What follows belongs to an exercise in optimizing a design on an open flow for small area, a short achievable clock period and few clock cycles; a production flow would make more cautious choices.
Function not checked in this run: the RTL went through the layout flow alone.

## flow/config.mk

```make
export PLATFORM = sky130hd
export DESIGN_NAME = Milestone_1
export DESIGN_NICKNAME = Milestone_1
export VERILOG_FILES = /design/flow/design.v
export SDC_FILE = /design/flow/constraint.sdc
export NUM_CORES = 4
export LEC_CHECK = 0
export CAP_MARGIN = 20
export CORE_MARGIN = 2
export CORE_UTILIZATION = 40
export PLACE_DENSITY = 0.6
export SLEW_MARGIN = 20
```

## flow/constraint.sdc

```tcl
create_clock -name core_clock -period 12.0 [get_ports {Clock_50}]
set_input_delay 2.4000 -clock core_clock [delete_from_list [all_inputs] [get_ports {Clock_50}]]
set_output_delay 2.4000 -clock core_clock [all_outputs]
set_load 0.01 [all_outputs]
```

## flow/design.v

```verilog
`timescale 1ns/100ps
`default_nettype none
module Milestone_1 (
		input logic Clock_50,
		input logic Resetn,
		input logic M1_Start,
		input logic [15:0] SRAM_read_data,
		output logic M1_Finish,
		output logic [15:0] M1_write_data,
		output logic [17:0] M1_address,
		output logic M1_we_n
);
localparam logic [17:0] U_BASE   = 18'd38400;
localparam logic [17:0] V_BASE   = 18'd57600;
localparam logic [17:0] RGB_BASE = 18'd146944;
logic        running;
logic [1:0]  fin_cnt;      
logic        fin_wait;
logic [2:0]  ph;           
logic [7:0]  kk;           
logic [15:0] ypt;          
logic [14:0] uvp;          
logic [17:0] wpt;          
logic ph0, ph1, ph2, ph3, ph4;
assign ph0 = (ph == 3'd0);
assign ph1 = (ph == 3'd1);
assign ph2 = (ph == 3'd2);
assign ph3 = (ph == 3'd3);
assign ph4 = (ph == 3'd4);
logic lead0, lead1, pair;    
assign lead0 = (kk == 8'd0);
assign lead1 = (kk == 8'd1);
assign pair  = ~lead0 & ~lead1;
logic last_slot;             
assign last_slot = (kk == 8'd161);
logic uv_rd_slot;
assign uv_rd_slot = (kk <= 8'd155);
logic y_rd_slot;
assign y_rd_slot = (kk <= 8'd159);
logic clamp;
assign clamp = (kk >= 8'd158);
logic is_write;
assign is_write = running & pair & (ph0 | ph1 | ph2);
logic rd_u, rd_v;    
always_comb begin
	rd_u = 1'b0;
	rd_v = 1'b0;
	if (lead0) begin
		rd_u = ph0 | ph2;
		rd_v = ph1 | ph3;
	end else if (lead1) begin
		rd_v = ph0;
		rd_u = ph3;
	end else if (ph3 & uv_rd_slot) begin
		rd_v = ~kk[0];
		rd_u = kk[0];
	end
end
logic uv_inc;
assign uv_inc = running & (lead0 ? rd_v : rd_u);
logic [17:0] uv_addr;
assign uv_addr = (rd_v ? V_BASE : U_BASE) + {3'd0, uvp};
logic row_end, frame_end;
assign row_end   = last_slot & ph2;
assign frame_end = row_end & (ypt == 16'd38400);
always_ff @(posedge Clock_50 or negedge Resetn) begin
	if (!Resetn) begin
		running   <= 1'b0;
		fin_wait  <= 1'b0;
		fin_cnt   <= 2'd0;
		M1_Finish <= 1'b0;
		M1_we_n   <= 1'b1;
		ph        <= 3'd0;
		kk        <= 8'd0;
		ypt       <= 16'd0;
		uvp       <= 15'd0;
		wpt       <= RGB_BASE;
	end else begin
		M1_we_n <= ~is_write;
		if (running) begin
			if (frame_end) begin
				running  <= 1'b0;
				fin_wait <= 1'b1;
			end
			if (row_end) begin
				ph <= 3'd0;
				kk <= 8'd0;
			end else if (ph4) begin
				ph <= 3'd0;
				kk <= kk + 8'd1;
			end else begin
				ph <= ph + 3'd1;
			end
			if (ph4 & y_rd_slot) ypt <= ypt + 16'd1;
			if (uv_inc) uvp <= uvp + 15'd1;
			if (is_write) wpt <= wpt + 18'd1;
		end else if (fin_wait) begin
			fin_cnt <= fin_cnt + 2'd1;
			if (fin_cnt == 2'd1) begin
				M1_Finish <= 1'b1;
				fin_wait  <= 1'b0;
			end
		end else if (M1_Start & ~M1_Finish) begin
			running <= 1'b1;
		end
	end
end
logic [2:0] ph_n;
always_comb begin
	if (~running | row_end | ph4)
		ph_n = 3'd0;
	else
		ph_n = ph + 3'd1;
end
logic sel_fv, sel_e, sel_f, sel_w0, sel_w1, en_su;
always_ff @(posedge Clock_50) begin
	sel_fv     <= (ph_n == 3'd3);
	en_su      <= (ph_n == 3'd3);
	sel_e      <= (ph_n == 3'd3);
	sel_f      <= (ph_n == 3'd4);
	sel_w0     <= (ph_n == 3'd0);
	sel_w1     <= (ph_n == 3'd1);
end
always_ff @(posedge Clock_50) begin
	if (is_write)
		M1_address <= wpt;
	else if (rd_u | rd_v)
		M1_address <= uv_addr;
	else
		M1_address <= {2'd0, ypt};
end
logic [7:0]  wu0, wu1, wu2, wu3, wu4, wu5;    
logic [7:0]  wv0, wv1, wv2, wv3, wv4, wv5;    
logic [15:0] pend;                             
logic [15:0] y_reg;
logic [8:0]  su;                               
logic        nu;                               
logic [7:0]  b0_reg;
wire [7:0] dh = SRAM_read_data[15:8];
wire [7:0] dl = SRAM_read_data[7:0];
logic [7:0] u_in, v_in;
always_comb begin
	if (clamp) begin
		u_in = wu5;
		v_in = wv5;
	end else if (~kk[0]) begin    
		u_in = dh;
		v_in = pend[15:8];
	end else begin
		u_in = pend[15:8];
		v_in = pend[7:0];
	end
end
always_ff @(posedge Clock_50) begin
	if (ph2) y_reg <= SRAM_read_data;
	if (lead0 & ph3) begin
		wu0 <= dh; wu1 <= dh; wu2 <= dh; wu3 <= dl;
	end else if (lead1 & ph0) begin
		wu4 <= dh; wu5 <= dl;
	end else if (pair & ph1) begin
		wu0 <= wu1; wu1 <= wu2; wu2 <= wu3; wu3 <= wu4; wu4 <= wu5; wu5 <= u_in;
	end
	if (lead0 & ph4) begin
		wv0 <= dh; wv1 <= dh; wv2 <= dh; wv3 <= dl;
	end else if (lead1 & ph1) begin
		wv4 <= dh; wv5 <= dl;
	end else if (pair & ph1) begin
		wv0 <= wv1; wv1 <= wv2; wv2 <= wv3; wv3 <= wv4; wv4 <= wv5; wv5 <= v_in;
	end
	if (lead1 & ph3)
		pend <= SRAM_read_data;
	else if (pair & ph1)
		pend <= kk[0] ? SRAM_read_data : {dl, pend[7:0]};
end
logic [7:0] f0, f1, f2, f3, f4, f5;
assign f0 = sel_fv ? wv0 : wu0;
assign f1 = sel_fv ? wv1 : wu1;
assign f2 = sel_fv ? wv2 : wu2;
assign f3 = sel_fv ? wv3 : wu3;
assign f4 = sel_fv ? wv4 : wu4;
assign f5 = sel_fv ? wv5 : wu5;
logic [8:0] p05, p14, p23;
always_ff @(posedge Clock_50) begin
	p05 <= {1'b0, f0} + {1'b0, f5};
	p14 <= {1'b0, f1} + {1'b0, f4};
	p23 <= {1'b0, f2} + {1'b0, f3};
end
wire [18:0] ftot;
wire ft_w1;
wire ft_w2;
wire ft_w3;
wire ft_w4;
wire ft_w5;
wire ft_w6;
wire ft_w7;
wire ft_w8;
wire ft_w9;
wire ft_w10;
wire ft_w11;
wire ft_w12;
wire ft_w13;
wire ft_w14;
wire ft_w15;
wire ft_w16;
wire ft_w17;
wire ft_w18;
wire ft_w19;
wire ft_w20;
wire ft_w21;
wire ft_w22;
wire ft_w23;
wire ft_w24;
wire ft_w25;
wire ft_w26;
wire ft_w27;
wire ft_w28;
wire ft_w29;
wire ft_w30;
wire ft_w31;
wire ft_w32;
wire ft_w33;
wire ft_w34;
wire ft_w35;
wire ft_w36;
wire ft_w37;
wire ft_w38;
wire ft_w39;
wire ft_w40;
wire ft_w41;
wire ft_w42;
wire ft_w43;
wire ft_w44;
wire ft_w45;
wire ft_w46;
wire ft_w47;
wire ft_w48;
wire ft_w49;
wire ft_w50;
wire ft_w51;
wire ft_w52;
wire ft_w53;
wire ft_w54;
wire ft_w55;
wire ft_w56;
wire ft_w57;
wire ft_w58;
wire ft_w59;
wire ft_w60;
wire ft_w61;
wire ft_w62;
wire ft_w63;
wire ft_w64;
wire ft_w65;
wire ft_w66;
wire ft_w67;
wire ft_w68;
wire ft_w69;
wire ft_w70;
wire ft_w71;
wire ft_w72;
wire ft_w73;
wire ft_w74;
wire ft_w75;
wire ft_w76;
wire ft_w77;
wire ft_w78;
wire ft_w79;
wire ft_w80;
wire ft_w81;
wire ft_w82;
wire ft_w83;
wire ft_w84;
wire ft_w85;
wire ft_w86;
wire ft_w87;
wire ft_w88;
wire ft_w89;
wire ft_w90;
wire ft_w91;
wire ft_w92;
wire ft_w93;
wire ft_w94;
wire ft_w95;
wire ft_w96;
wire ft_w97;
wire ft_w98;
wire ft_w99;
wire ft_w100;
wire ft_w101;
wire ft_w102;
wire ft_w103;
wire ft_w104;
wire ft_w105;
wire ft_w106;
wire ft_w107;
wire ft_w108;
wire ft_w109;
wire ft_w110;
wire ft_w111;
wire ft_w112;
wire ft_w113;
wire ft_w114;
wire ft_w115;
wire ft_w116;
wire ft_w117;
wire ft_w118;
wire ft_w119;
wire ft_w120;
wire ft_w121;
wire ft_w122;
wire ft_w123;
wire ft_w124;
wire ft_w125;
wire ft_w126;
wire ft_w127;
wire ft_w128;
wire ft_w129;
wire ft_w130;
wire ft_w131;
wire ft_w132;
wire ft_w133;
wire ft_w134;
wire ft_w135;
wire ft_w136;
wire ft_w137;
wire ft_w138;
wire ft_w139;
wire ft_w140;
wire ft_w141;
wire ft_w142;
wire ft_w143;
wire ft_w144;
assign {ft_w2, ft_w1} = p05[5] + p05[3];
assign {ft_w4, ft_w3} = p05[8] + p05[6] + p05[4];
assign {ft_w6, ft_w5} = p05[5] + p05[3];
assign {ft_w8, ft_w7} = p05[4] + p05[2] + p14[2];
assign {ft_w10, ft_w9} = p23[1] + {~p14[4]};
assign {ft_w12, ft_w11} = p14[3] + p23[2] + p23[0];
assign {ft_w14, ft_w13} = p05[6] + ft_w1 + {~p14[5]};
assign {ft_w16, ft_w15} = {~p14[1]} + {~p23[7]};
assign {ft_w18, ft_w17} = p14[4] + p23[3] + p23[1];
assign {ft_w20, ft_w19} = p05[7] + ft_w2 + ft_w3;
assign {ft_w22, ft_w21} = p14[6] + p14[2] + p23[8];
assign {ft_w24, ft_w23} = p05[5] + p14[5] + p23[4];
assign {ft_w26, ft_w25} = p23[2] + ft_w4 + {~p14[7]};
assign {ft_w28, ft_w27} = {~p14[3]} + {~p05[7]};
assign {ft_w30, ft_w29} = p05[6] + p14[6] + p23[5];
assign {ft_w32, ft_w31} = p23[3] + p05[7] + {~p14[8]};
assign {ft_w34, ft_w33} = {~p14[4]} + {~p05[8]};
assign {ft_w36, ft_w35} = p05[7] + p14[7] + p23[6];
assign {ft_w38, ft_w37} = p23[4] + p05[8];
assign {ft_w40, ft_w39} = p14[8] + p23[7];
assign {ft_w42, ft_w41} = p05[3] + p05[1];
assign {ft_w44, ft_w43} = p05[4] + p05[2] + p05[0];
assign {ft_w46, ft_w45} = p14[0] + {~p14[2]};
assign {ft_w48, ft_w47} = p05[1] + p14[1] + p23[0];
assign {ft_w50, ft_w49} = ft_w5 + {~p14[3]} + {~p23[5]};
assign {ft_w52, ft_w51} = ft_w6 + ft_w7 + ft_w9;
assign {ft_w54, ft_w53} = p14[0] + p23[6] + p05[6];
assign {ft_w56, ft_w55} = ft_w8 + ft_w10 + ft_w11;
assign {ft_w58, ft_w57} = ft_w13 + ft_w15 + {~p05[7]};
assign {ft_w60, ft_w59} = ft_w12 + ft_w14 + ft_w16;
assign {ft_w62, ft_w61} = ft_w17 + ft_w19 + {~ft_w21};
assign {ft_w64, ft_w63} = ft_w18 + ft_w20 + ft_w23;
assign {ft_w66, ft_w65} = ft_w25 + ft_w27 + {~ft_w22};
assign {ft_w68, ft_w67} = ft_w24 + ft_w26 + ft_w28;
assign {ft_w70, ft_w69} = ft_w29 + ft_w31 + ft_w33;
assign {ft_w72, ft_w71} = ft_w30 + ft_w32 + ft_w34;
assign {ft_w74, ft_w73} = ft_w35 + ft_w37 + {~p14[5]};
assign {ft_w76, ft_w75} = p23[5] + ft_w36 + ft_w38;
assign {ft_w78, ft_w77} = ft_w39 + {~p14[6]} + {~p05[8]};
assign {ft_w80, ft_w79} = p23[8] + p23[6] + p05[8];
assign {ft_w82, ft_w81} = p14[7] + ft_w40;
assign {ft_w84, ft_w83} = p23[7] + p14[8];
assign {ft_w86, ft_w85} = p05[0] + {~p14[0]};
assign {ft_w88, ft_w87} = p05[2] + ft_w41 + {~p14[1]};
assign {ft_w90, ft_w89} = ft_w42 + ft_w43 + ft_w45;
assign {ft_w92, ft_w91} = ft_w44 + ft_w46 + ft_w47;
assign {ft_w94, ft_w93} = ft_w48 + ft_w50 + ft_w51;
assign {ft_w96, ft_w95} = ft_w52 + ft_w55 + ft_w57;
assign {ft_w98, ft_w97} = ft_w56 + ft_w58 + ft_w59;
assign {ft_w100, ft_w99} = ft_w60 + ft_w62 + ft_w63;
assign {ft_w102, ft_w101} = ft_w64 + ft_w66 + ft_w67;
assign {ft_w104, ft_w103} = ft_w68 + ft_w70 + ft_w71;
assign {ft_w106, ft_w105} = ft_w72 + ft_w74 + ft_w75;
assign {ft_w108, ft_w107} = ft_w76 + ft_w78 + ft_w79;
assign {ft_w110, ft_w109} = ft_w80 + ft_w82 + ft_w83;
assign {ft_w112, ft_w111} = p23[8] + ft_w84;
assign {ft_w114, ft_w113} = p05[1] + p05[0];
assign {ft_w116, ft_w115} = ft_w85 + {~p23[2]} + {~p05[2]};
assign {ft_w118, ft_w117} = ft_w86 + ft_w87 + {~p23[3]};
assign {ft_w120, ft_w119} = ft_w88 + ft_w89 + {~p23[4]};
assign {ft_w122, ft_w121} = ft_w49 + ft_w90 + ft_w91;
assign {ft_w124, ft_w123} = ft_w92 + ft_w93 + {~ft_w53};
assign {ft_w126, ft_w125} = ft_w94 + ft_w95 + {~ft_w54};
assign {ft_w128, ft_w127} = ft_w61 + ft_w96 + ft_w97;
assign {ft_w130, ft_w129} = ft_w65 + ft_w98 + ft_w99;
assign {ft_w132, ft_w131} = ft_w69 + ft_w100 + ft_w101;
assign {ft_w134, ft_w133} = ft_w73 + ft_w102 + ft_w103;
assign {ft_w136, ft_w135} = ft_w77 + ft_w104 + ft_w105;
assign {ft_w138, ft_w137} = ft_w81 + ft_w106 + ft_w107;
assign {ft_w140, ft_w139} = ft_w108 + ft_w109 + {~p14[7]};
assign {ft_w142, ft_w141} = ft_w110 + ft_w111 + {~p14[8]};
assign {ft_w144, ft_w143} = 1'b1 + ft_w112;
wire [18:0] ft_ra = {1'b1, 1'b1, ft_w142, ft_w140, ft_w138, ft_w136, ft_w134, ft_w132, ft_w130, ft_w128, ft_w126, ft_w124, ft_w122, ft_w120, ft_w118, ft_w116, ft_w114, {~p23[1]}, {~p23[0]}};
wire [18:0] ft_rb = {1'b0, ft_w144, ft_w143, ft_w141, ft_w139, ft_w137, ft_w135, ft_w133, ft_w131, ft_w129, ft_w127, ft_w125, ft_w123, ft_w121, ft_w119, ft_w117, ft_w115, ft_w113, {~p05[0]}};
assign ftot = ft_ra + ft_rb;
always_ff @(posedge Clock_50) begin
	if (en_su) begin
		su <= ftot[16:8];
		nu <= ftot[18];
	end
end
logic [7:0] ly, hy;
logic [8:0] lu, lv, hu, hv;
logic       lnu, lnv, hnu, hnv;
always_ff @(posedge Clock_50) begin
	if (sel_e) begin
		ly  <= y_reg[15:8];
		lu  <= {1'b0, wu2};
		lv  <= {1'b0, wv2};
		lnu <= 1'b0;
		lnv <= 1'b0;
	end else begin
		ly  <= y_reg[7:0];
		lu  <= su;
		lnu <= nu;
		if (sel_f) begin
			lv  <= ftot[16:8];
			lnv <= ftot[18];
		end
	end
	hy  <= ly;
	hu  <= lu;
	hv  <= lv;
	hnu <= lnu;
	hnv <= lnv;
end
logic pnu, pnv;
assign pnu = hnu;
assign pnv = hnv;
wire [20:0] r_lsum;
wire rlo_w1;
wire rlo_w2;
wire rlo_w3;
wire rlo_w4;
wire rlo_w5;
wire rlo_w6;
wire rlo_w7;
wire rlo_w8;
wire rlo_w9;
wire rlo_w10;
wire rlo_w11;
wire rlo_w12;
wire rlo_w13;
wire rlo_w14;
wire rlo_w15;
wire rlo_w16;
wire rlo_w17;
wire rlo_w18;
wire rlo_w19;
wire rlo_w20;
wire rlo_w21;
wire rlo_w22;
wire rlo_w23;
wire rlo_w24;
wire rlo_w25;
wire rlo_w26;
wire rlo_w27;
wire rlo_w28;
wire rlo_w29;
wire rlo_w30;
wire rlo_w31;
wire rlo_w32;
wire rlo_w33;
wire rlo_w34;
wire rlo_w35;
wire rlo_w36;
wire rlo_w37;
wire rlo_w38;
wire rlo_w39;
wire rlo_w40;
wire rlo_w41;
wire rlo_w42;
wire rlo_w43;
wire rlo_w44;
wire rlo_w45;
wire rlo_w46;
wire rlo_w47;
wire rlo_w48;
wire rlo_w49;
wire rlo_w50;
wire rlo_w51;
wire rlo_w52;
wire rlo_w53;
wire rlo_w54;
wire rlo_w55;
wire rlo_w56;
wire rlo_w57;
wire rlo_w58;
wire rlo_w59;
wire rlo_w60;
wire rlo_w61;
wire rlo_w62;
wire rlo_w63;
wire rlo_w64;
wire rlo_w65;
wire rlo_w66;
wire rlo_w67;
wire rlo_w68;
wire rlo_w69;
wire rlo_w70;
wire rlo_w71;
wire rlo_w72;
wire rlo_w73;
wire rlo_w74;
wire rlo_w75;
wire rlo_w76;
wire rlo_w77;
wire rlo_w78;
wire rlo_w79;
wire rlo_w80;
wire rlo_w81;
wire rlo_w82;
wire rlo_w83;
wire rlo_w84;
wire rlo_w85;
wire rlo_w86;
wire rlo_w87;
wire rlo_w88;
wire rlo_w89;
wire rlo_w90;
wire rlo_w91;
wire rlo_w92;
wire rlo_w93;
wire rlo_w94;
wire rlo_w95;
wire rlo_w96;
wire rlo_w97;
wire rlo_w98;
wire rlo_w99;
wire rlo_w100;
wire rlo_w101;
wire rlo_w102;
wire rlo_w103;
wire rlo_w104;
wire rlo_w105;
wire rlo_w106;
wire rlo_w107;
wire rlo_w108;
wire rlo_w109;
wire rlo_w110;
wire rlo_w111;
wire rlo_w112;
wire rlo_w113;
wire rlo_w114;
wire rlo_w115;
wire rlo_w116;
wire rlo_w117;
wire rlo_w118;
assign {rlo_w2, rlo_w1} = ly[4] + ly[2];
assign {rlo_w4, rlo_w3} = ly[5] + ly[3];
assign {rlo_w6, rlo_w5} = ly[4] + ly[2] + lv[8];
assign {rlo_w8, rlo_w7} = ly[5] + ly[3] + ly[0];
assign {rlo_w10, rlo_w9} = lv[3] + ly[6];
assign {rlo_w12, rlo_w11} = ly[6] + ly[4] + ly[1];
assign {rlo_w14, rlo_w13} = lv[4] + lv[0] + ly[7];
assign {rlo_w16, rlo_w15} = lv[5] + lv[3] + lv[0];
assign {rlo_w18, rlo_w17} = lv[6] + lv[4] + lv[1];
assign {rlo_w20, rlo_w19} = {~ly[6]} + {~lv[8]};
assign {rlo_w22, rlo_w21} = ly[0] + lv[7] + lv[5];
assign {rlo_w24, rlo_w23} = lv[2] + {~ly[7]};
assign {rlo_w26, rlo_w25} = ly[1] + lv[8] + lv[6];
assign {rlo_w28, rlo_w27} = ly[0] + lv[7] + lv[4];
assign {rlo_w30, rlo_w29} = ly[1] + lv[8] + lv[5];
assign {rlo_w32, rlo_w31} = ly[2] + {~lv[1]};
assign {rlo_w34, rlo_w33} = ly[0] + lv[6] + lv[0];
assign {rlo_w36, rlo_w35} = ly[3] + rlo_w1 + {~lv[2]};
assign {rlo_w38, rlo_w37} = ly[1] + lv[7] + lv[1];
assign {rlo_w40, rlo_w39} = rlo_w2 + rlo_w3 + {~lv[3]};
assign {rlo_w42, rlo_w41} = lv[2] + rlo_w4 + rlo_w5;
assign {rlo_w44, rlo_w43} = lv[4] + lv[0] + ly[6];
assign {rlo_w46, rlo_w45} = rlo_w6 + rlo_w7 + rlo_w9;
assign {rlo_w48, rlo_w47} = lv[5] + lv[1] + ly[7];
assign {rlo_w50, rlo_w49} = rlo_w8 + rlo_w10 + rlo_w11;
assign {rlo_w52, rlo_w51} = rlo_w13 + {~lv[6]} + {~lv[2]};
assign {rlo_w54, rlo_w53} = lv[1] + {~ly[1]};
assign {rlo_w56, rlo_w55} = lv[2] + lv[0] + {~ly[2]};
assign {rlo_w58, rlo_w57} = lv[3] + lv[1] + {~ly[3]};
assign {rlo_w60, rlo_w59} = lv[4] + lv[2] + ly[4];
assign {rlo_w62, rlo_w61} = ly[5] + rlo_w15 + {~lv[7]};
assign {rlo_w64, rlo_w63} = rlo_w16 + rlo_w17 + rlo_w19;
assign {rlo_w66, rlo_w65} = rlo_w18 + rlo_w20 + rlo_w21;
assign {rlo_w68, rlo_w67} = lv[3] + rlo_w22 + rlo_w24;
assign {rlo_w70, rlo_w69} = rlo_w26 + rlo_w27 + {~lv[0]};
assign {rlo_w72, rlo_w71} = rlo_w28 + rlo_w29 + rlo_w31;
assign {rlo_w74, rlo_w73} = rlo_w30 + rlo_w32 + rlo_w33;
assign {rlo_w76, rlo_w75} = rlo_w34 + rlo_w36 + rlo_w37;
assign {rlo_w78, rlo_w77} = rlo_w38 + rlo_w40 + rlo_w41;
assign {rlo_w80, rlo_w79} = rlo_w42 + rlo_w45 + {~rlo_w44};
assign {rlo_w82, rlo_w81} = rlo_w46 + rlo_w49 + rlo_w51;
assign {rlo_w84, rlo_w83} = rlo_w12 + rlo_w14 + rlo_w50;
assign {rlo_w86, rlo_w85} = lv[0] + ly[0];
assign {rlo_w88, rlo_w87} = rlo_w53 + {~lv[3]} + {~ly[0]};
assign {rlo_w90, rlo_w89} = rlo_w54 + rlo_w55 + {~lv[4]};
assign {rlo_w92, rlo_w91} = rlo_w56 + rlo_w57 + {~lv[5]};
assign {rlo_w94, rlo_w93} = rlo_w58 + rlo_w59 + {~lv[6]};
assign {rlo_w96, rlo_w95} = rlo_w60 + rlo_w61 + {~ly[4]};
assign {rlo_w98, rlo_w97} = rlo_w62 + rlo_w63 + {~ly[5]};
assign {rlo_w100, rlo_w99} = rlo_w23 + rlo_w64 + rlo_w65;
assign {rlo_w102, rlo_w101} = rlo_w25 + rlo_w66 + rlo_w67;
assign {rlo_w104, rlo_w103} = rlo_w68 + rlo_w69 + {~ly[2]};
assign {rlo_w106, rlo_w105} = rlo_w70 + rlo_w71 + {~ly[3]};
assign {rlo_w108, rlo_w107} = rlo_w35 + rlo_w72 + rlo_w73;
assign {rlo_w110, rlo_w109} = rlo_w39 + rlo_w74 + rlo_w75;
assign {rlo_w112, rlo_w111} = rlo_w76 + rlo_w77 + {~rlo_w43};
assign {rlo_w114, rlo_w113} = rlo_w78 + rlo_w79 + {~rlo_w47};
assign {rlo_w116, rlo_w115} = rlo_w80 + rlo_w81 + {~rlo_w48};
assign {rlo_w118, rlo_w117} = rlo_w52 + rlo_w82 + rlo_w83;
wire [20:0] rlo_ra = {1'b0, rlo_w84, rlo_w116, rlo_w114, rlo_w112, rlo_w110, rlo_w108, rlo_w106, rlo_w104, rlo_w102, rlo_w100, rlo_w98, rlo_w96, rlo_w94, rlo_w92, rlo_w90, rlo_w88, rlo_w86, {~lv[2]}, {~lv[1]}, lv[0]};
wire [20:0] rlo_rb = {1'b0, rlo_w118, rlo_w117, rlo_w115, rlo_w113, rlo_w111, rlo_w109, rlo_w107, rlo_w105, rlo_w103, rlo_w101, rlo_w99, rlo_w97, rlo_w95, rlo_w93, rlo_w91, rlo_w89, rlo_w87, rlo_w85, {~lv[0]}, 1'b0};
assign r_lsum = rlo_ra + rlo_rb;
logic [2:0] r_cy;
always_ff @(posedge Clock_50) r_cy <= r_lsum[20:18];
wire [8:0] r_sum;
wire rhi_w1;
wire rhi_w2;
wire rhi_w3;
wire rhi_w4;
wire rhi_w5;
wire rhi_w6;
wire rhi_w7;
wire rhi_w8;
wire rhi_w9;
wire rhi_w10;
wire rhi_w11;
wire rhi_w12;
wire rhi_w13;
wire rhi_w14;
wire rhi_w15;
wire rhi_w16;
wire rhi_w17;
wire rhi_w18;
wire rhi_w19;
wire rhi_w20;
wire rhi_w21;
wire rhi_w22;
wire rhi_w23;
wire rhi_w24;
wire rhi_w25;
wire rhi_w26;
wire rhi_w27;
wire rhi_w28;
wire rhi_w29;
wire rhi_w30;
wire rhi_w31;
wire rhi_w32;
wire rhi_w33;
wire rhi_w34;
wire rhi_w35;
wire rhi_w36;
wire rhi_w37;
wire rhi_w38;
wire rhi_w39;
wire rhi_w40;
wire rhi_w41;
wire rhi_w42;
wire rhi_w43;
wire rhi_w44;
wire rhi_w45;
wire rhi_w46;
wire rhi_w47;
wire rhi_w48;
assign {rhi_w2, rhi_w1} = hy[7] + hy[5] + hy[2];
assign {rhi_w4, rhi_w3} = hy[6] + hy[3] + hv[6];
assign {rhi_w6, rhi_w5} = hy[4] + hv[7];
assign {rhi_w8, rhi_w7} = hv[5] + hv[1] + r_cy[0];
assign {rhi_w10, rhi_w9} = hv[2] + r_cy[1] + rhi_w2;
assign {rhi_w12, rhi_w11} = rhi_w3 + {~hv[8]};
assign {rhi_w14, rhi_w13} = hv[3] + r_cy[2] + rhi_w4;
assign {rhi_w16, rhi_w15} = rhi_w5 + {~hv[5]} + {~hy[7]};
assign {rhi_w18, rhi_w17} = hy[5] + hv[8] + hv[4];
assign {rhi_w20, rhi_w19} = hy[7] + rhi_w6 + {~hv[6]};
assign {rhi_w22, rhi_w21} = hy[6] + hv[5];
assign {rhi_w24, rhi_w23} = rhi_w1 + rhi_w7;
assign {rhi_w26, rhi_w25} = rhi_w8 + rhi_w9 + rhi_w11;
assign {rhi_w28, rhi_w27} = rhi_w10 + rhi_w12 + rhi_w13;
assign {rhi_w30, rhi_w29} = rhi_w14 + rhi_w16 + rhi_w17;
assign {rhi_w32, rhi_w31} = rhi_w18 + rhi_w20 + rhi_w21;
assign {rhi_w34, rhi_w33} = hy[7] + hv[6] + rhi_w22;
assign {rhi_w36, rhi_w35} = rhi_w23 + {~hv[7]};
assign {rhi_w38, rhi_w37} = rhi_w24 + rhi_w25 + {~hv[4]};
assign {rhi_w40, rhi_w39} = rhi_w15 + rhi_w26 + rhi_w27;
assign {rhi_w42, rhi_w41} = rhi_w19 + rhi_w28 + rhi_w29;
assign {rhi_w44, rhi_w43} = rhi_w30 + rhi_w31 + {~hv[7]};
assign {rhi_w46, rhi_w45} = rhi_w32 + rhi_w33 + {~hv[8]};
assign {rhi_w48, rhi_w47} = hv[7] + rhi_w34;
wire [8:0] rhi_ra = {{~hv[8]}, {~hv[8]}, rhi_w46, rhi_w44, rhi_w42, rhi_w40, rhi_w38, rhi_w36, {~hv[3]}};
wire [8:0] rhi_rb = {1'b0, rhi_w48, rhi_w47, rhi_w45, rhi_w43, rhi_w41, rhi_w39, rhi_w37, rhi_w35};
assign r_sum = rhi_ra + rhi_rb;
wire [21:0] g_lsum;
wire glo_w1;
wire glo_w2;
wire glo_w3;
wire glo_w4;
wire glo_w5;
wire glo_w6;
wire glo_w7;
wire glo_w8;
wire glo_w9;
wire glo_w10;
wire glo_w11;
wire glo_w12;
wire glo_w13;
wire glo_w14;
wire glo_w15;
wire glo_w16;
wire glo_w17;
wire glo_w18;
wire glo_w19;
wire glo_w20;
wire glo_w21;
wire glo_w22;
wire glo_w23;
wire glo_w24;
wire glo_w25;
wire glo_w26;
wire glo_w27;
wire glo_w28;
wire glo_w29;
wire glo_w30;
wire glo_w31;
wire glo_w32;
wire glo_w33;
wire glo_w34;
wire glo_w35;
wire glo_w36;
wire glo_w37;
wire glo_w38;
wire glo_w39;
wire glo_w40;
wire glo_w41;
wire glo_w42;
wire glo_w43;
wire glo_w44;
wire glo_w45;
wire glo_w46;
wire glo_w47;
wire glo_w48;
wire glo_w49;
wire glo_w50;
wire glo_w51;
wire glo_w52;
wire glo_w53;
wire glo_w54;
wire glo_w55;
wire glo_w56;
wire glo_w57;
wire glo_w58;
wire glo_w59;
wire glo_w60;
wire glo_w61;
wire glo_w62;
wire glo_w63;
wire glo_w64;
wire glo_w65;
wire glo_w66;
wire glo_w67;
wire glo_w68;
wire glo_w69;
wire glo_w70;
wire glo_w71;
wire glo_w72;
wire glo_w73;
wire glo_w74;
wire glo_w75;
wire glo_w76;
wire glo_w77;
wire glo_w78;
wire glo_w79;
wire glo_w80;
wire glo_w81;
wire glo_w82;
wire glo_w83;
wire glo_w84;
wire glo_w85;
wire glo_w86;
wire glo_w87;
wire glo_w88;
wire glo_w89;
wire glo_w90;
wire glo_w91;
wire glo_w92;
wire glo_w93;
wire glo_w94;
wire glo_w95;
wire glo_w96;
wire glo_w97;
wire glo_w98;
wire glo_w99;
wire glo_w100;
wire glo_w101;
wire glo_w102;
wire glo_w103;
wire glo_w104;
wire glo_w105;
wire glo_w106;
wire glo_w107;
wire glo_w108;
wire glo_w109;
wire glo_w110;
wire glo_w111;
wire glo_w112;
wire glo_w113;
wire glo_w114;
wire glo_w115;
wire glo_w116;
wire glo_w117;
wire glo_w118;
wire glo_w119;
wire glo_w120;
wire glo_w121;
wire glo_w122;
wire glo_w123;
wire glo_w124;
wire glo_w125;
wire glo_w126;
wire glo_w127;
wire glo_w128;
wire glo_w129;
wire glo_w130;
wire glo_w131;
wire glo_w132;
wire glo_w133;
wire glo_w134;
wire glo_w135;
wire glo_w136;
wire glo_w137;
wire glo_w138;
wire glo_w139;
wire glo_w140;
wire glo_w141;
wire glo_w142;
assign {glo_w2, glo_w1} = ly[7] + ly[5] + ly[3];
assign {glo_w4, glo_w3} = ly[6] + ly[4];
assign {glo_w6, glo_w5} = ly[3] + ly[1];
assign {glo_w8, glo_w7} = ly[4] + ly[2] + ly[0];
assign {glo_w10, glo_w9} = lu[0] + {~lu[8]};
assign {glo_w12, glo_w11} = ly[5] + ly[3] + ly[1];
assign {glo_w14, glo_w13} = lu[1] + lv[0];
assign {glo_w16, glo_w15} = ly[4] + ly[2] + lu[2];
assign {glo_w18, glo_w17} = lv[1] + {~lu[5]} + {~lu[0]};
assign {glo_w20, glo_w19} = ly[0] + lu[3] + lv[2];
assign {glo_w22, glo_w21} = ly[6] + glo_w1 + {~lu[6]};
assign {glo_w24, glo_w23} = {~lu[1]} + {~lv[4]};
assign {glo_w26, glo_w25} = ly[1] + lu[4] + lv[3];
assign {glo_w28, glo_w27} = glo_w2 + glo_w3 + {~lu[7]};
assign {glo_w30, glo_w29} = lu[2] + lv[5] + lv[1];
assign {glo_w32, glo_w31} = lu[2] + {~ly[3]};
assign {glo_w34, glo_w33} = lu[3] + {~ly[4]} + {~lu[1]};
assign {glo_w36, glo_w35} = lu[4] + {~ly[5]} + {~lu[2]};
assign {glo_w38, glo_w37} = lu[5] + ly[6] + {~lu[3]};
assign {glo_w40, glo_w39} = ly[0] + lu[6] + ly[7];
assign {glo_w42, glo_w41} = {~lu[4]} + {~lv[4]};
assign {glo_w44, glo_w43} = ly[1] + lu[7] + {~lu[5]};
assign {glo_w46, glo_w45} = lu[0] + lv[5] + ly[7];
assign {glo_w48, glo_w47} = ly[0] + lu[8] + {~lu[6]};
assign {glo_w50, glo_w49} = lu[1] + lv[6] + ly[2];
assign {glo_w52, glo_w51} = ly[2] + glo_w5 + {~lu[7]};
assign {glo_w54, glo_w53} = lu[2] + lv[7] + lv[0];
assign {glo_w56, glo_w55} = glo_w6 + glo_w7 + glo_w9;
assign {glo_w58, glo_w57} = lu[3] + lv[8] + lv[1];
assign {glo_w60, glo_w59} = glo_w8 + glo_w10 + glo_w11;
assign {glo_w62, glo_w61} = glo_w13 + {~lu[4]} + {~lv[2]};
assign {glo_w64, glo_w63} = glo_w12 + glo_w14 + glo_w15;
assign {glo_w66, glo_w65} = glo_w17 + {~lv[3]} + {~ly[6]};
assign {glo_w68, glo_w67} = glo_w16 + glo_w18 + glo_w19;
assign {glo_w70, glo_w69} = glo_w21 + glo_w23 + {~lv[0]};
assign {glo_w72, glo_w71} = glo_w20 + glo_w22 + glo_w24;
assign {glo_w74, glo_w73} = glo_w25 + glo_w27 + {~glo_w29};
assign {glo_w76, glo_w75} = glo_w4 + glo_w26 + glo_w28;
assign {glo_w78, glo_w77} = lu[0] + {~ly[1]};
assign {glo_w80, glo_w79} = lu[1] + {~ly[2]};
assign {glo_w82, glo_w81} = glo_w31 + {~lu[0]} + {~lv[5]};
assign {glo_w84, glo_w83} = glo_w32 + glo_w33 + {~lv[6]};
assign {glo_w86, glo_w85} = glo_w34 + glo_w35 + {~lv[7]};
assign {glo_w88, glo_w87} = glo_w36 + glo_w37 + {~lv[8]};
assign {glo_w90, glo_w89} = glo_w38 + glo_w39 + glo_w41;
assign {glo_w92, glo_w91} = glo_w40 + glo_w42 + glo_w43;
assign {glo_w94, glo_w93} = glo_w44 + glo_w47 + {~glo_w46};
assign {glo_w96, glo_w95} = glo_w48 + glo_w51 + {~glo_w50};
assign {glo_w98, glo_w97} = glo_w52 + glo_w55 + {~glo_w54};
assign {glo_w100, glo_w99} = glo_w56 + glo_w59 + glo_w61;
assign {glo_w102, glo_w101} = glo_w60 + glo_w62 + glo_w63;
assign {glo_w104, glo_w103} = glo_w64 + glo_w66 + glo_w67;
assign {glo_w106, glo_w105} = glo_w68 + glo_w70 + glo_w71;
assign {glo_w108, glo_w107} = glo_w72 + glo_w74 + glo_w75;
assign {glo_w110, glo_w109} = glo_w77 + {~lv[3]};
assign {glo_w112, glo_w111} = glo_w78 + glo_w79 + {~lv[4]};
assign {glo_w114, glo_w113} = glo_w80 + glo_w81 + {~lv[0]};
assign {glo_w116, glo_w115} = glo_w82 + glo_w83 + {~lv[1]};
assign {glo_w118, glo_w117} = glo_w84 + glo_w85 + {~lv[2]};
assign {glo_w120, glo_w119} = glo_w86 + glo_w87 + {~lv[3]};
assign {glo_w122, glo_w121} = glo_w88 + glo_w89 + {~ly[6]};
assign {glo_w124, glo_w123} = glo_w90 + glo_w91 + {~glo_w45};
assign {glo_w126, glo_w125} = glo_w92 + glo_w93 + {~glo_w49};
assign {glo_w128, glo_w127} = glo_w94 + glo_w95 + {~glo_w53};
assign {glo_w130, glo_w129} = glo_w96 + glo_w97 + {~glo_w57};
assign {glo_w132, glo_w131} = glo_w98 + glo_w99 + {~glo_w58};
assign {glo_w134, glo_w133} = glo_w65 + glo_w100 + glo_w101;
assign {glo_w136, glo_w135} = glo_w69 + glo_w102 + glo_w103;
assign {glo_w138, glo_w137} = glo_w73 + glo_w104 + glo_w105;
assign {glo_w140, glo_w139} = glo_w106 + glo_w107 + {~glo_w30};
assign {glo_w142, glo_w141} = glo_w76 + glo_w108;
wire [21:0] glo_ra = {1'b0, glo_w142, glo_w140, glo_w138, glo_w136, glo_w134, glo_w132, glo_w130, glo_w128, glo_w126, glo_w124, glo_w122, glo_w120, glo_w118, glo_w116, glo_w114, glo_w112, glo_w110, {~ly[0]}, ly[0], {~lv[1]}, lv[0]};
wire [21:0] glo_rb = {1'b0, 1'b0, glo_w141, glo_w139, glo_w137, glo_w135, glo_w133, glo_w131, glo_w129, glo_w127, glo_w125, glo_w123, glo_w121, glo_w119, glo_w117, glo_w115, glo_w113, glo_w111, glo_w109, {~lv[2]}, {~lv[0]}, 1'b0};
assign g_lsum = glo_ra + glo_rb;
logic [3:0] g_cy;
always_ff @(posedge Clock_50) g_cy <= g_lsum[21:18];
wire [8:0] g_sum;
wire ghi_w1;
wire ghi_w2;
wire ghi_w3;
wire ghi_w4;
wire ghi_w5;
wire ghi_w6;
wire ghi_w7;
wire ghi_w8;
wire ghi_w9;
wire ghi_w10;
wire ghi_w11;
wire ghi_w12;
wire ghi_w13;
wire ghi_w14;
wire ghi_w15;
wire ghi_w16;
wire ghi_w17;
wire ghi_w18;
wire ghi_w19;
wire ghi_w20;
wire ghi_w21;
wire ghi_w22;
wire ghi_w23;
wire ghi_w24;
wire ghi_w25;
wire ghi_w26;
wire ghi_w27;
wire ghi_w28;
wire ghi_w29;
wire ghi_w30;
wire ghi_w31;
wire ghi_w32;
wire ghi_w33;
wire ghi_w34;
wire ghi_w35;
wire ghi_w36;
wire ghi_w37;
wire ghi_w38;
wire ghi_w39;
wire ghi_w40;
wire ghi_w41;
wire ghi_w42;
wire ghi_w43;
wire ghi_w44;
wire ghi_w45;
wire ghi_w46;
wire ghi_w47;
wire ghi_w48;
wire ghi_w49;
wire ghi_w50;
wire ghi_w51;
wire ghi_w52;
wire ghi_w53;
wire ghi_w54;
wire ghi_w55;
wire ghi_w56;
wire ghi_w57;
wire ghi_w58;
wire ghi_w59;
wire ghi_w60;
wire ghi_w61;
wire ghi_w62;
wire ghi_w63;
wire ghi_w64;
wire ghi_w65;
wire ghi_w66;
wire ghi_w67;
wire ghi_w68;
wire ghi_w69;
wire ghi_w70;
wire ghi_w71;
wire ghi_w72;
wire ghi_w73;
wire ghi_w74;
wire ghi_w75;
wire ghi_w76;
assign {ghi_w2, ghi_w1} = hy[7] + hy[5];
assign {ghi_w4, ghi_w3} = hy[2] + hu[5] + hv[4];
assign {ghi_w6, ghi_w5} = g_cy[0] + ghi_w1;
assign {ghi_w8, ghi_w7} = hy[6] + hy[3] + hu[6];
assign {ghi_w10, ghi_w9} = hv[5] + g_cy[1] + ghi_w2;
assign {ghi_w12, ghi_w11} = {~hu[4]} + {~hv[7]};
assign {ghi_w14, ghi_w13} = hy[7] + hy[4] + hu[7];
assign {ghi_w16, ghi_w15} = hv[6] + g_cy[2] + {~hu[5]};
assign {ghi_w18, ghi_w17} = {~hv[8]} + {~hv[4]};
assign {ghi_w20, ghi_w19} = hu[8] + hv[7] + g_cy[3];
assign {ghi_w22, ghi_w21} = {~hu[6]} + {~hv[5]};
assign {ghi_w24, ghi_w23} = hv[8] + hy[5];
assign {ghi_w26, ghi_w25} = ghi_w3 + ghi_w5 + {~hu[8]};
assign {ghi_w28, ghi_w27} = ghi_w4 + ghi_w6 + ghi_w7;
assign {ghi_w30, ghi_w29} = ghi_w9 + ghi_w11;
assign {ghi_w32, ghi_w31} = ghi_w8 + ghi_w10 + ghi_w12;
assign {ghi_w34, ghi_w33} = ghi_w13 + ghi_w15 + ghi_w17;
assign {ghi_w36, ghi_w35} = ghi_w14 + ghi_w16 + ghi_w18;
assign {ghi_w38, ghi_w37} = ghi_w19 + ghi_w21 + {~hy[5]};
assign {ghi_w40, ghi_w39} = ghi_w20 + ghi_w22 + ghi_w23;
assign {ghi_w42, ghi_w41} = hu[7] + hv[6] + hy[6];
assign {ghi_w44, ghi_w43} = hy[7] + hy[6] + ghi_w24;
assign {ghi_w46, ghi_w45} = {~hu[8]} + {~hv[7]};
assign {ghi_w48, ghi_w47} = ghi_w25 + {~hu[3]};
assign {ghi_w50, ghi_w49} = ghi_w26 + ghi_w27 + ghi_w29;
assign {ghi_w52, ghi_w51} = ghi_w28 + ghi_w30 + ghi_w31;
assign {ghi_w54, ghi_w53} = ghi_w32 + ghi_w34 + ghi_w35;
assign {ghi_w56, ghi_w55} = ghi_w36 + ghi_w38 + ghi_w39;
assign {ghi_w58, ghi_w57} = ghi_w40 + ghi_w43 + ghi_w45;
assign {ghi_w60, ghi_w59} = hv[8] + ghi_w44;
assign {ghi_w62, ghi_w61} = ghi_w47 + {~hv[6]};
assign {ghi_w64, ghi_w63} = ghi_w48 + ghi_w49 + {~hv[3]};
assign {ghi_w66, ghi_w65} = ghi_w33 + ghi_w50 + ghi_w51;
assign {ghi_w68, ghi_w67} = ghi_w37 + ghi_w52 + ghi_w53;
assign {ghi_w70, ghi_w69} = ghi_w54 + ghi_w55 + {~ghi_w41};
assign {ghi_w72, ghi_w71} = ghi_w56 + ghi_w57 + {~ghi_w42};
assign {ghi_w74, ghi_w73} = ghi_w46 + ghi_w58 + ghi_w59;
assign {ghi_w76, ghi_w75} = ghi_w60 + {~hv[8]};
wire [8:0] ghi_ra = {1'b1, ghi_w74, ghi_w72, ghi_w70, ghi_w68, ghi_w66, ghi_w64, ghi_w62, {~hv[2]}};
wire [8:0] ghi_rb = {ghi_w76, ghi_w75, ghi_w73, ghi_w71, ghi_w69, ghi_w67, ghi_w65, ghi_w63, ghi_w61};
assign g_sum = ghi_ra + ghi_rb;
wire [20:0] b_lsum;
wire blo_w1;
wire blo_w2;
wire blo_w3;
wire blo_w4;
wire blo_w5;
wire blo_w6;
wire blo_w7;
wire blo_w8;
wire blo_w9;
wire blo_w10;
wire blo_w11;
wire blo_w12;
wire blo_w13;
wire blo_w14;
wire blo_w15;
wire blo_w16;
wire blo_w17;
wire blo_w18;
wire blo_w19;
wire blo_w20;
wire blo_w21;
wire blo_w22;
wire blo_w23;
wire blo_w24;
wire blo_w25;
wire blo_w26;
wire blo_w27;
wire blo_w28;
wire blo_w29;
wire blo_w30;
wire blo_w31;
wire blo_w32;
wire blo_w33;
wire blo_w34;
wire blo_w35;
wire blo_w36;
wire blo_w37;
wire blo_w38;
wire blo_w39;
wire blo_w40;
wire blo_w41;
wire blo_w42;
wire blo_w43;
wire blo_w44;
wire blo_w45;
wire blo_w46;
wire blo_w47;
wire blo_w48;
wire blo_w49;
wire blo_w50;
wire blo_w51;
wire blo_w52;
wire blo_w53;
wire blo_w54;
wire blo_w55;
wire blo_w56;
wire blo_w57;
wire blo_w58;
wire blo_w59;
wire blo_w60;
wire blo_w61;
wire blo_w62;
wire blo_w63;
wire blo_w64;
wire blo_w65;
wire blo_w66;
wire blo_w67;
wire blo_w68;
wire blo_w69;
wire blo_w70;
wire blo_w71;
wire blo_w72;
wire blo_w73;
wire blo_w74;
wire blo_w75;
wire blo_w76;
wire blo_w77;
wire blo_w78;
wire blo_w79;
wire blo_w80;
wire blo_w81;
wire blo_w82;
wire blo_w83;
wire blo_w84;
wire blo_w85;
wire blo_w86;
wire blo_w87;
wire blo_w88;
wire blo_w89;
wire blo_w90;
wire blo_w91;
wire blo_w92;
wire blo_w93;
wire blo_w94;
wire blo_w95;
wire blo_w96;
wire blo_w97;
wire blo_w98;
wire blo_w99;
wire blo_w100;
wire blo_w101;
wire blo_w102;
wire blo_w103;
wire blo_w104;
wire blo_w105;
wire blo_w106;
assign {blo_w2, blo_w1} = lu[2] + lu[0] + ly[5];
assign {blo_w4, blo_w3} = lu[3] + lu[1] + {~ly[6]};
assign {blo_w6, blo_w5} = {~lu[8]} + {~lu[6]};
assign {blo_w8, blo_w7} = ly[0] + lu[4] + lu[2];
assign {blo_w10, blo_w9} = {~ly[7]} + {~lu[7]};
assign {blo_w12, blo_w11} = lu[5] + lu[3] + lu[0];
assign {blo_w14, blo_w13} = {~lu[8]} + {~ly[1]};
assign {blo_w16, blo_w15} = ly[2] + ly[0] + lu[6];
assign {blo_w18, blo_w17} = lu[4] + lu[1] + ly[1];
assign {blo_w20, blo_w19} = ly[3] + ly[1] + lu[7];
assign {blo_w22, blo_w21} = lu[5] + lu[2];
assign {blo_w24, blo_w23} = ly[4] + ly[2] + ly[0];
assign {blo_w26, blo_w25} = lu[8] + lu[6] + lu[3];
assign {blo_w28, blo_w27} = ly[5] + ly[3] + ly[1];
assign {blo_w30, blo_w29} = lu[7] + lu[4];
assign {blo_w32, blo_w31} = ly[6] + ly[4] + ly[2];
assign {blo_w34, blo_w33} = lu[8] + lu[5];
assign {blo_w36, blo_w35} = ly[5] + ly[3] + ly[0];
assign {blo_w38, blo_w37} = lu[6] + {~ly[7]};
assign {blo_w40, blo_w39} = ly[4] + ly[1] + lu[7];
assign {blo_w42, blo_w41} = lu[0] + ly[7] + {~ly[6]};
assign {blo_w44, blo_w43} = {~ly[2]} + {~lu[4]};
assign {blo_w46, blo_w45} = lu[0] + {~ly[3]} + {~lu[5]};
assign {blo_w48, blo_w47} = lu[1] + ly[4] + {~lu[6]};
assign {blo_w50, blo_w49} = blo_w1 + {~lu[7]} + {~lu[5]};
assign {blo_w52, blo_w51} = blo_w2 + blo_w3 + blo_w5;
assign {blo_w54, blo_w53} = blo_w4 + blo_w6 + blo_w7;
assign {blo_w56, blo_w55} = blo_w8 + blo_w10 + blo_w11;
assign {blo_w58, blo_w57} = blo_w12 + blo_w14 + blo_w15;
assign {blo_w60, blo_w59} = blo_w16 + blo_w18 + blo_w19;
assign {blo_w62, blo_w61} = blo_w20 + blo_w22 + blo_w23;
assign {blo_w64, blo_w63} = blo_w24 + blo_w26 + blo_w27;
assign {blo_w66, blo_w65} = blo_w28 + blo_w30 + blo_w31;
assign {blo_w68, blo_w67} = blo_w32 + blo_w34 + blo_w35;
assign {blo_w70, blo_w69} = blo_w36 + blo_w38 + blo_w39;
assign {blo_w72, blo_w71} = ly[6] + blo_w40;
assign {blo_w74, blo_w73} = {~ly[0]} + {~lu[2]};
assign {blo_w76, blo_w75} = ly[1] + {~lu[3]} + {~lu[1]};
assign {blo_w78, blo_w77} = blo_w43 + {~lu[2]} + {~ly[1]};
assign {blo_w80, blo_w79} = blo_w44 + blo_w45 + {~lu[3]};
assign {blo_w82, blo_w81} = blo_w46 + blo_w47 + {~lu[4]};
assign {blo_w84, blo_w83} = blo_w48 + blo_w49 + {~ly[4]};
assign {blo_w86, blo_w85} = blo_w50 + blo_w51 + {~ly[5]};
assign {blo_w88, blo_w87} = blo_w9 + blo_w52 + blo_w53;
assign {blo_w90, blo_w89} = blo_w13 + blo_w54 + blo_w55;
assign {blo_w92, blo_w91} = blo_w17 + blo_w56 + blo_w57;
assign {blo_w94, blo_w93} = blo_w21 + blo_w58 + blo_w59;
assign {blo_w96, blo_w95} = blo_w25 + blo_w60 + blo_w61;
assign {blo_w98, blo_w97} = blo_w29 + blo_w62 + blo_w63;
assign {blo_w100, blo_w99} = blo_w33 + blo_w64 + blo_w65;
assign {blo_w102, blo_w101} = blo_w37 + blo_w66 + blo_w67;
assign {blo_w104, blo_w103} = blo_w41 + blo_w68 + blo_w69;
assign {blo_w106, blo_w105} = blo_w42 + blo_w70 + blo_w71;
wire [20:0] blo_ra = {1'b0, blo_w72, blo_w104, blo_w102, blo_w100, blo_w98, blo_w96, blo_w94, blo_w92, blo_w90, blo_w88, blo_w86, blo_w84, blo_w82, blo_w80, blo_w78, blo_w76, blo_w74, {~lu[0]}, {~lu[1]}, lu[0]};
wire [20:0] blo_rb = {1'b0, blo_w106, blo_w105, blo_w103, blo_w101, blo_w99, blo_w97, blo_w95, blo_w93, blo_w91, blo_w89, blo_w87, blo_w85, blo_w83, blo_w81, blo_w79, blo_w77, blo_w75, blo_w73, {~lu[0]}, 1'b0};
assign b_lsum = blo_ra + blo_rb;
logic [2:0] b_cy;
always_ff @(posedge Clock_50) b_cy <= b_lsum[20:18];
wire [8:0] b_sum;
wire bhi_w1;
wire bhi_w2;
wire bhi_w3;
wire bhi_w4;
wire bhi_w5;
wire bhi_w6;
wire bhi_w7;
wire bhi_w8;
wire bhi_w9;
wire bhi_w10;
wire bhi_w11;
wire bhi_w12;
wire bhi_w13;
wire bhi_w14;
wire bhi_w15;
wire bhi_w16;
wire bhi_w17;
wire bhi_w18;
wire bhi_w19;
wire bhi_w20;
wire bhi_w21;
wire bhi_w22;
wire bhi_w23;
wire bhi_w24;
wire bhi_w25;
wire bhi_w26;
wire bhi_w27;
wire bhi_w28;
wire bhi_w29;
wire bhi_w30;
wire bhi_w31;
wire bhi_w32;
assign {bhi_w2, bhi_w1} = hy[7] + hy[5] + hy[2];
assign {bhi_w4, bhi_w3} = hy[3] + hu[2];
assign {bhi_w6, bhi_w5} = hy[7] + hy[4] + hu[3];
assign {bhi_w8, bhi_w7} = hu[8] + hu[1];
assign {bhi_w10, bhi_w9} = b_cy[1] + bhi_w2 + bhi_w3;
assign {bhi_w12, bhi_w11} = b_cy[2] + hy[6] + bhi_w4;
assign {bhi_w14, bhi_w13} = hu[4] + bhi_w6;
assign {bhi_w16, bhi_w15} = hu[5] + hy[5];
assign {bhi_w18, bhi_w17} = hu[6] + hy[6];
assign {bhi_w20, bhi_w19} = b_cy[0] + bhi_w1;
assign {bhi_w22, bhi_w21} = bhi_w8 + bhi_w9 + {~hy[6]};
assign {bhi_w24, bhi_w23} = bhi_w5 + bhi_w10 + bhi_w11;
assign {bhi_w26, bhi_w25} = bhi_w12 + bhi_w13 + {~hy[5]};
assign {bhi_w28, bhi_w27} = bhi_w14 + bhi_w15 + {~hy[6]};
assign {bhi_w30, bhi_w29} = bhi_w16 + bhi_w17 + {~hy[7]};
assign {bhi_w32, bhi_w31} = hu[7] + hy[7] + bhi_w18;
wire [8:0] bhi_ra = {{~hu[8]}, {~hu[8]}, bhi_w30, bhi_w28, bhi_w26, bhi_w24, bhi_w22, bhi_w20, bhi_w7};
wire [8:0] bhi_rb = {1'b0, bhi_w32, bhi_w31, bhi_w29, bhi_w27, bhi_w25, bhi_w23, bhi_w21, bhi_w19};
assign b_sum = bhi_ra + bhi_rb;
function automatic [7:0] clip(input logic [8:0] s, input logic neg);
	if (neg | s[8])
		clip = 8'd0;
	else if (|s[7:6])
		clip = 8'd255;
	else
		clip = s[5:-2];
endfunction
logic [7:0] r_px, g_px, b_px;
assign r_px = clip(r_sum, pnv);
assign g_px = clip(g_sum, pnu | pnv);
assign b_px = clip(b_sum, pnu);
always_ff @(posedge Clock_50) begin
	b0_reg <= b_px;
	if (sel_w0)
		M1_write_data <= {r_px, g_px};
	else if (sel_w1)
		M1_write_data <= {b0_reg, r_px};
	else
		M1_write_data <= {g_px, b_px};
end
endmodule
```

## flow/flow/run.sh

```bash
#!/bin/bash
# Standard layout, but with timing repair aiming for extra setup slack
# (the clock period and constraints stay the design's).
set -euo pipefail
MARGIN=${MARGIN:-8}
bash standard.sh SETUP_SLACK_MARGIN=$MARGIN finish > standard_flow.log 2>&1
```

## flow/standard.sh

```bash
#!/bin/bash
# synth_recipe.tcl (not shown) runs the flow's synth.tcl, then flattens the netlist and writes it again
# the make line also repeats each setting of config.mk as NAME=value (left out here)
make -C /OpenROAD-flow-scripts/flow DESIGN_CONFIG=/design/flow/config.mk WORK_HOME=/design/flow/orfs CLKGATE_MAP_FILE= SYNTH_SCRIPT=/design/flow/synth_recipe.tcl "${@:-finish}"
```

==> impl_metrics.env <==
export IMPL_dieArea_sq_um=64100
export IMPL_drv_cap=0
export IMPL_drv_slew=0
export IMPL_pin_count=55
export IMPL_routed_wl_microns=59200
export IMPL_initial_utilization_pct=40.4
export IMPL_worstSetupStartpointType="register"
export IMPL_finish_utilization_pct=46.7
export IMPL_cp_arrival_ns=4.78
export IMPL_ys_flop_type="edfxtp_1"
export IMPL_crit_slowest_cell="fa_1"
export IMPL_numCtsBuffers=41
export IMPL_crit_top_cell="fa_1"
export IMPL_grt_ovfl_total=0
export IMPL_grt_pass1_vias=17500
export IMPL_fin_worst_skew_ns=0.0140
export IMPL_r2r_cells=14
export IMPL_min_period_ns=4.47
export IMPL_die_w_microns=253
export IMPL_num_rows=91
export IMPL_avgSynthCellArea_sq_um=10.7
export IMPL_route_detailed_drc=0
export IMPL_synth_edf_count=146
export IMPL_vias_per_cell=5.06
export IMPL_max_stage_delay_ns=0.57
export IMPL_synthCells=2325
export IMPL_cts_tree="built"
export IMPL_setup_tns_ns=0
export IMPL_nets=2933
export IMPL_critPathTopFamily="adder cells"
export IMPL_clk_pin_slew_worst_paths_ns=0.06
export IMPL_ys_seq_elements=336
export IMPL_syn_nets=2818
export IMPL_fin_crit_sh_pct=37.3
export IMPL_clock_sinks=336
export IMPL_place_hpwl_microns=44900
export IMPL_cp_num_cells=14
export IMPL_final_antenna_net_count=0
export IMPL_cts_hold_buffers=0
export IMPL_grt_max_degree=71
export IMPL_crit_path_end_kind="register"
export IMPL_max_clock_freq_mhz=223
export IMPL_path_max_fanout=4
export IMPL_grtUsageTotal_pct=19.0
export IMPL_finalSetupViolCount=0
export IMPL_synth_top_cell_area_share_pct=21.4
export IMPL_crit_type="register to register"
export IMPL_portBuffers=54
export IMPL_tightestPinTransition_ns=1.00
export IMPL_synth_area_leaders="fa_1 (21%), edfxtp_1 (18%), ha_1 (11%)"
export IMPL_diodes=0
export IMPL_status="timing/DRC/antenna clean"
export IMPL_rsz0062_at_grt="yes"
export IMPL_wl_per_cell_microns=18.2
export IMPL_cts_root_buffer="clkbuf_16"
export IMPL_synth_top_area_cell="fa_1"
export IMPL_ys_async_sr_fraction_pct=19.6
export IMPL_cp_required_ns=12.31
export IMPL_area_growth_pct=15.5
export IMPL_cp_num_buf_inv=3
export IMPL_cts_htree_levels=2
export IMPL_reg_top3="M1_address: 18 flops, wpt: 18 flops"
export IMPL_min_path_type="register to register"
export IMPL_clk_path_buf_depth=3
export IMPL_slew_headroom_pct=33.1
export IMPL_clock_latency_ns=0.56
export IMPL_drt_first_iter_violations=895
export IMPL_core_sq_um=61500
export IMPL_syn_cell_area_sq_um=24800
export IMPL_ys_seq_area_share_pct=34.3
export IMPL_vias=16500
export IMPL_hold_depth=0
export IMPL_synth_cell_type_count=87
export IMPL_grt_pass1_wl_microns=95000
export IMPL_final_hold_viol_count=0
export IMPL_drive_gt1_share_pct=14.7
export IMPL_place_congestion=0.866
export IMPL_first_pass_iters=5
export IMPL_grt_antenna_before_repair=2
export IMPL_crit_chain="fa_1 -> fa_2 -> fa_2 -> inv_2 -> fa_1 -> fa_1 -> inv_2 -> ha_4 -> and3_4 -> a211oi_4 -> a21boi_2 -> buf_4 -> xor2_4 -> mux2_4"
export IMPL_dieHeight_microns=253
export IMPL_yosys_warnings=4
-- what timing repair did --
item | CTS | global route
resized for setup | 91 | 43
buffers inserted | 44 | 8
endpoints found under the setup margin | 51 | 57
pin swaps | 33 | 32
cloned | 1 | 0
-- per-layer routing --
metal | vias to the layer above | global-route usage [%] | part of all wire, %
met3 | 108 | 2.59 | 3.9
met5 | - | 0 | 0
li1 | 7831 | - | -
met1 | 8198 | 24.4 | 43
met4 | 0 | 5.92 | 3.0
met2 | 358 | 33.2 | 50
-- logic make-up after synthesis --
group	share of synthesized area (%)
multiplexers	5.05
buffers and inverters	7.78
adder cells (fa/ha/maj)	31.9
XOR/XNOR	3.49
AO/OA/AOI/OAI	7.72
flip-flops	34.3
AND/OR/NAND/NOR	9.71
-- cells in the mapped netlist, drive strengths merged (5+ instances only) --
master,count
a21oi,75
edfxtp,146
nand4,21
nand3,33
xnor2,65
a31oi,5
and3,20
dfxtp,124
mux2,81
nand2b,18
nor2,92
mux2i,34
fa,265
xor2,34
a211oi,11
a21o,24
nor3b,5
dfstp,7
nand2,250
o21bai,6
nor2b,25
inv,451
nor4,6
dfrtp,59
clkbuf,27
buf,21
o211ai,20
o21a,10
o21ai,73
nor3,25
a21boi,9
ha,209
-- stage by stage --
| stage | worst slack [ns] | cell area, sq um | std cells | hold WS [ns] |
|---|---|---|---|---|
| after floorplan | 7.76 | 25000 | 2325 | 0.310 |
| after detailed placement | 7.32 | 26300 | 3134 | 0.382 |
| after CTS | 7.51 | 28400 | 3254 | 0.386 |
| final | 7.53 | 28700 | 3262 | 0.379 |
| after global placement | 7.41 | 26300 | 3134 | 0.374 |
| after global routing | 7.41 | 28700 | 3262 | 0.381 |
-- final timing paths --
| check | end | slack (ns) | start |
|---|---|---|---|
| max in group asynchronous | wpt[2]$_DFFE_PN0P_ | 9.39 | Resetn |
| max | lv[4]$_DFFE_PP_ | 7.53 | p05[4]$_DFF_P_ |
| min in group asynchronous | fin_cnt[0]$_DFFE_PN0P_ | 2.00 | Resetn |
| min reg2reg | hnu$_DFF_P_ | 0.38 | lnu$_SDFF_PP0_ |
| max reg2reg | lv[4]$_DFFE_PP_ | 7.53 | p05[4]$_DFF_P_ |
| min | hnu$_DFF_P_ | 0.38 | lnu$_SDFF_PP0_ |
-- layout make-up --
cell class,instances,area [sq um]
clock buffers,62,1250
clock inverters,13,110
fillers,5622,32800
inverters,451,1700
multi-input cells,1491,15000
flip-flops and latches,336,8600
well taps,790,988
repair buffers,119,1070
-- cell usage in the layout, fill, tap and decap left out, types with 21 or more instances in the layout --
| cell | n |
|---|---|
| a21o_1 | 23 |
| a21oi_1 | 63 |
| buf_4 | 53 |
| clkbuf_16 | 45 |
| clkdlybuf4s50_1 | 52 |
| dfrtp_1 | 59 |
| dfxtp_1 | 98 |
| edfxtp_1 | 146 |
| fa_1 | 260 |
| ha_1 | 198 |
| inv_1 | 438 |
| mux2_2 | 80 |
| mux2i_1 | 34 |
| nand2_1 | 247 |
| nand3_1 | 29 |
| nand4_1 | 21 |
| nor2_1 | 89 |
| nor2b_1 | 23 |
| o21ai_0 | 55 |
| xnor2_1 | 63 |
| xor2_1 | 31 |

==> static timing again, ports no longer ideal <==
The flow's constraints put no driver on any port. The routed layout listed below was extracted and timed again, unchanged, in two steps.
Step 1 (the two cells are an assumption about what drives the block):
set clk [get_ports {Clock_50}]
set_driving_cell -lib_cell sky130_fd_sc_hd__clkbuf_16 $clk
set_driving_cell -lib_cell sky130_fd_sc_hd__buf_2 [delete_from_list [all_inputs] $clk]
Step 2 times the ports against the registers' clock, not the clock port: input delays grow and output delays shrink by t, the midpoint of the rising clock arrivals with the driver on.
Three values: ideal ports, drivers, drivers and shift; two values: the first two.
t (ns): 0.615
setup WS [ns]: 7.525 / 7.525 / 7.525
hold slack, ns: 0.379 / 0.379 / 0.379
clock arrival spread, ns: 0.015 / 0.015
After both steps this run still meets setup and hold. The setup slack of this run moves by 0.000 ns with the drivers and by 0.000 ns with both steps.
